Background: an optimization exercise with open tools, aiming at small area, a short achievable clock period and few clock cycles per item. Do not read the settings as production practice.
At most, simulation tests tie the RTL to the original design; equivalence was not proved.
No activity file was given, so power comes from the tool's default toggle rates.

==> inputs of v35 <==
## lpc_decoder
module lpc_decoder(
			input wire ACLK,
			input wire ARESET_N,
			input wire[79:0] TDATA,
			input wire TVALID,
			output wire TREADY,
			input wire EN,
			input wire TUSER,
			input wire TLAST,
			output wire[15:0] OUT_DECODED,
			output wire OUT_VALID,
			input wire OUT_READY,
			output wire OUT_LAST,
			output wire OUT_USER
		);
==> module lpc_decoder, before the edit <==
module lpc_decoder(
			input wire ACLK,
			input wire ARESET_N,
			input wire[79:0] TDATA,
			input wire TVALID,
			output wire TREADY,
			input wire EN,
			input wire TUSER,
			input wire TLAST,
			output wire[15:0] OUT_DECODED,
			output wire OUT_VALID,
			input wire OUT_READY,
			output wire OUT_LAST,
			output wire OUT_USER
		);
	integer i, j;
	reg [7:0] rm, cm;
	always @(*) begin
		for (i = 0; i < 8; i = i + 1)
			rm[i] = ^TDATA[8*i +: 8] ^ TDATA[64+i];
		for (j = 0; j < 8; j = j + 1) begin
			cm[j] = TDATA[72+j];
			for (i = 0; i < 8; i = i + 1)
				cm[j] = cm[j] ^ TDATA[8*i+j];
		end
	end
	reg [7:0] y_rm, y_cm;
	always @(posedge ACLK) begin
		y_rm <= rm;
		y_cm <= cm;
	end
	reg [7:0] rh, ch;
	reg [2:0] rn, cn;
	always @(*) begin
		for (i = 0; i < 8; i = i + 1) begin
			rh[i] = y_rm[i] & ~|(y_rm >> (i+1));
			ch[i] = y_cm[i] & ~|(y_cm >> (i+1));
		end
		rn = {|rh[7:4], |{rh[7:6], rh[3:2]}, |{rh[7], rh[5], rh[3], rh[1]}};
		cn = {|ch[7:4], |{ch[7:6], ch[3:2]}, |{ch[7], ch[5], ch[3], ch[1]}};
	end
	reg        rdy;        
	reg        r_busy;     
	reg [1:0]  k;          
	reg [63:0] r_d;
	reg        r_user, r_last;
	reg        f_v;        
	reg [2:0]  f_row, f_col;    
	reg [15:0] o_d;
	reg        o_v, o_user, o_last;
	wire acc    = rdy & TVALID;
	wire o_free = ~o_v | OUT_READY;
	wire mv     = r_busy & o_free;             
	wire byp    = acc & o_free;                
	wire r_busy_n = acc ? 1'b1 : (mv ? (k != 2'd3) : r_busy);
	wire [15:0] beat_r = k == 2'd0 ? r_d[15:0] : k == 2'd1 ? r_d[31:16] :
	                     k == 2'd2 ? r_d[47:32] : r_d[63:48];
	wire [15:0] beat   = acc ? TDATA[15:0] : beat_r;
	wire        s_v    = acc ? (EN & |y_rm & |y_cm) : f_v;
	wire [2:0]  s_row  = acc ? rn : f_row;
	wire [2:0]  s_col  = acc ? cn : f_col;
	wire [1:0]  s_k    = acc ? 2'd0 : k;
	reg  [15:0] flip;
	always @(*) begin
		for (j = 0; j < 8; j = j + 1) begin
			flip[j]   = s_v & (s_row == {s_k, 1'b0}) & (s_col == j);
			flip[8+j] = s_v & (s_row == {s_k, 1'b1}) & (s_col == j);
		end
	end
	wire [15:0] beat_c = beat ^ flip;           
	always @(posedge ACLK or negedge ARESET_N) begin
		if (~ARESET_N) begin
			rdy    <= 1'b0;
			r_busy <= 1'b0;
			k      <= 2'd0;
			o_v    <= 1'b0;
		end else begin
			rdy <= TVALID & ~acc & ~r_busy_n;
			if (acc) begin
				r_busy <= 1'b1;
				k      <= byp ? 2'd1 : 2'd0;
			end else if (mv) begin
				k <= k + 2'd1;
				if (k == 2'd3)
					r_busy <= 1'b0;
			end
			if (byp | mv)
				o_v <= 1'b1;
			else if (OUT_READY)
				o_v <= 1'b0;
		end
	end
	always @(posedge ACLK) begin
		if (acc) begin
			r_d    <= TDATA[63:0];
			r_user <= TUSER;
			r_last <= TLAST;
			f_v    <= EN & |y_rm & |y_cm;
			f_row  <= rn;
			f_col  <= cn;
		end
		if (byp | mv) begin
			o_d    <= {beat_c[7:0], beat_c[15:8]};
			o_user <= acc ? TUSER : (k == 2'd0) & r_user;
			o_last <= acc ? 1'b0 : (k == 2'd3) & r_last;
		end
	end
	assign TREADY      = rdy;
	assign OUT_VALID   = o_v;
	assign OUT_DECODED = o_d;
	assign OUT_USER    = o_user;
	assign OUT_LAST    = o_last;
endmodule
make LEC_CHECK=0 CAP_MARGIN=20 CORE_MARGIN=2 CORE_UTILIZATION=40 SETUP_SLACK_MARGIN=3.0 SLEW_MARGIN=20 finish   # period 5.0 ns
run.sh (not shown) runs the stock make flow with config.mk's settings and CLKGATE_MAP_FILE= SYNTH_SCRIPT=/design/flow/synth_recipe.tcl, a recipe that flattens the netlist after the stock synthesis.
==> v6 (differences from v35) <==
--- a/flow/design.v
+++ b/flow/design.v
@@ -49,38 +49,36 @@
 	reg [15:0] o_d;
 	reg        o_v, o_user, o_last;
-	wire acc    = rdy & TVALID;
+	wire acc    = rdy;                         
 	wire o_free = ~o_v | OUT_READY;
 	wire mv     = r_busy & o_free;             
 	wire byp    = acc & o_free;                
-	wire r_busy_n = acc ? 1'b1 : (mv ? (k != 2'd3) : r_busy);
-	wire [15:0] beat_r = k == 2'd0 ? r_d[15:0] : k == 2'd1 ? r_d[31:16] :
-	                     k == 2'd2 ? r_d[47:32] : r_d[63:48];
-	wire [15:0] beat   = acc ? TDATA[15:0] : beat_r;
-	wire        s_v    = acc ? (EN & |y_rm & |y_cm) : f_v;
-	wire [2:0]  s_row  = acc ? rn : f_row;
-	wire [2:0]  s_col  = acc ? cn : f_col;
-	wire [1:0]  s_k    = acc ? 2'd0 : k;
-	reg  [15:0] flip;
+	wire r_busy_n = acc | (mv ? ~&k : r_busy);
+	wire [3:0] kh = {4{r_busy}} & {k == 2'd3, k == 2'd2, k == 2'd1, k == 2'd0};
+	wire [15:0] beat   = {16{acc}} & TDATA[15:0] | {16{kh[0]}} & r_d[15:0] |
+	                     {16{kh[1]}} & r_d[31:16] | {16{kh[2]}} & r_d[47:32] |
+	                     {16{kh[3]}} & r_d[63:48];
+	reg  [15:0] flip_y, flip_f, flip;
 	always @(*) begin
 		for (j = 0; j < 8; j = j + 1) begin
-			flip[j]   = s_v & (s_row == {s_k, 1'b0}) & (s_col == j);
-			flip[8+j] = s_v & (s_row == {s_k, 1'b1}) & (s_col == j);
+			flip_y[j]   = EN & rh[0] & ch[j];
+			flip_y[8+j] = EN & rh[1] & ch[j];
+			flip_f[j]   = f_v & (f_row == {k, 1'b0}) & (f_col == j);
+			flip_f[8+j] = f_v & (f_row == {k, 1'b1}) & (f_col == j);
 		end
+		flip = acc ? flip_y : flip_f;
 	end
 	wire [15:0] beat_c = beat ^ flip;           
 	always @(posedge ACLK or negedge ARESET_N) begin
 		if (~ARESET_N) begin
-			rdy    <= 1'b0;
 			r_busy <= 1'b0;
 			k      <= 2'd0;
 			o_v    <= 1'b0;
 		end else begin
-			rdy <= TVALID & ~acc & ~r_busy_n;
 			if (acc) begin
 				r_busy <= 1'b1;
-				k      <= byp ? 2'd1 : 2'd0;
+				k      <= {1'b0, byp};
 			end else if (mv) begin
-				k <= k + 2'd1;
-				if (k == 2'd3)
+				k <= {k[1] ^ k[0], ~k[0]};
+				if (&k)
 					r_busy <= 1'b0;
 			end
@@ -91,4 +89,6 @@
 		end
 	end
+	always @(posedge ACLK)
+		rdy <= TVALID & ~acc & ~r_busy_n;
 	always @(posedge ACLK) begin
 		if (acc) begin
@@ -102,6 +102,6 @@
 		if (byp | mv) begin
 			o_d    <= {beat_c[7:0], beat_c[15:8]};
-			o_user <= acc ? TUSER : (k == 2'd0) & r_user;
-			o_last <= acc ? 1'b0 : (k == 2'd3) & r_last;
+			o_user <= acc ? TUSER : kh[0] & r_user;
+			o_last <= kh[3] & r_last;
 		end
 	end
==> flow/flow/run.sh (new file) <==
#!/bin/bash
# The standard layout (the standard.sh: ORFS synthesis to finish) with three
# changes: port buffers are buf_1 cells instead of the delay cells ORFS picks,
# clock tree synthesis adds no dummy loads, and it may use smaller clock buffers.
# Each make run writes its full output to a log file in this folder.
set -euo pipefail
here=$(pwd)
CTS="-sink_clustering_enable -repair_clock_nets -dont_use_dummy_load"
bash standard.sh \
  BUFFER_PORTS_ARGS="-buffer_cell sky130_fd_sc_hd__buf_1" \
  CTS_ARGS="$CTS" \
  finish > "$here/standard_make.log" 2>&1
==> flow/standard.sh (new file) <==
#!/bin/bash
# synth_recipe.tcl (not shown) runs the flow's synth.tcl, then flattens the netlist and writes it again
# the make line also repeats each setting of config.mk as NAME=value (left out here)
make -C /OpenROAD-flow-scripts/flow DESIGN_CONFIG=/design/flow/config.mk WORK_HOME=/design/flow/orfs CLKGATE_MAP_FILE= SYNTH_SCRIPT=/design/flow/synth_recipe.tcl "${@:-finish}"
- CORE_UTILIZATION: 40 -> 45
removed: flow/run.sh
==> qor summary <==
| metric | v6 | v35 |
|---|---|---|
| Ratio of routed vias to standard cells | 5.41 | 4.92 |
| Max-Slew Margin vs Limit | 45.6% | 74.7% |
| Startpoint kind of the worst setup timing path | flop | primary input |
| Count of plain and timing-repair buffers in the layout | 111 | 141 |
| Status | finished clean | finished clean |
| Synthesized-area fraction occupied by and/or/nand/nor cells | 6.64% | 8.58% |
| Start-to-end type of the worst setup path | reg -> out | in -> reg |
| Worst setup slack after layout | 3.11 ns | 2.97 ns |
| Inverter count of the layout excluding clock inverters | 7 | 15 |
| Worst EP arrival | 0.89 ns | 2.11 ns |
| Routed wire length on met2 | 5.92 mm | 6.86 mm |
| Fraction of area in multi-input gates | 35.5% | 36.0% |
| Area used by multi-input combinational logic | 2240 um^2 | 2930 um^2 |
| Power dissipated in combinational cells | 0.00111 W | 0.00188 W |
| Storage element area | 3180 um^2 | 3110 um^2 |
| Post-synthesis cell area | 5470 um^2 | 5700 um^2 |
| Total number of multi-input combinational cells | 289 | 328 |
| Capture point of the critical path | OUT_DECODED[3] | o_d[5] |
| Buf/Inv on CP | 1 | 3 |
| Leakage power of the design | 2.01 nW | 3.03 nW |
| Initial core utilization | 45.9% | 41.1% |
| Tightest Pin Transition | 0.816 ns | 0.378 ns |
Testbench counts of v6, summed over its fixed seeds: cycles 12,816, items 3,200.
Only the layout flow was run in v35; the RTL was not checked for function there.

[re-timing with driven ports]
Ports are ideal in the flow. The routed layouts listed here were re-timed in OpenROAD.
Step 1, drivers: a clkbuf_16 drives ACLK and a buf_2 each remaining input, both assumed.
Step 2, shift: input delay + t, output delay - t, t = (earliest + latest rising clock arrival at the registers) / 2. This alone moves slack from input paths to output paths.
a / b / c = no drivers / after step 1 / after step 2; a / b = the first two.
run	shift t [ns]	setup WS [ns]	worst hold slack (ns)	slew at the worst register clock pin (ns)	cell pins on the clock port's net
v35	0.376	2.973 / 2.938 / 2.562	0.510 / 0.510 / 0.510	0.07 / 0.07	1
v6	0.384	3.108 / 3.068 / 2.826	0.480 / 0.462 / 0.589	0.07 / 0.07	1
After both steps every run listed still meets setup and hold. For v35, which loses most, drivers alone change the setup slack by -0.035 ns; drivers and shift together by -0.411 ns.
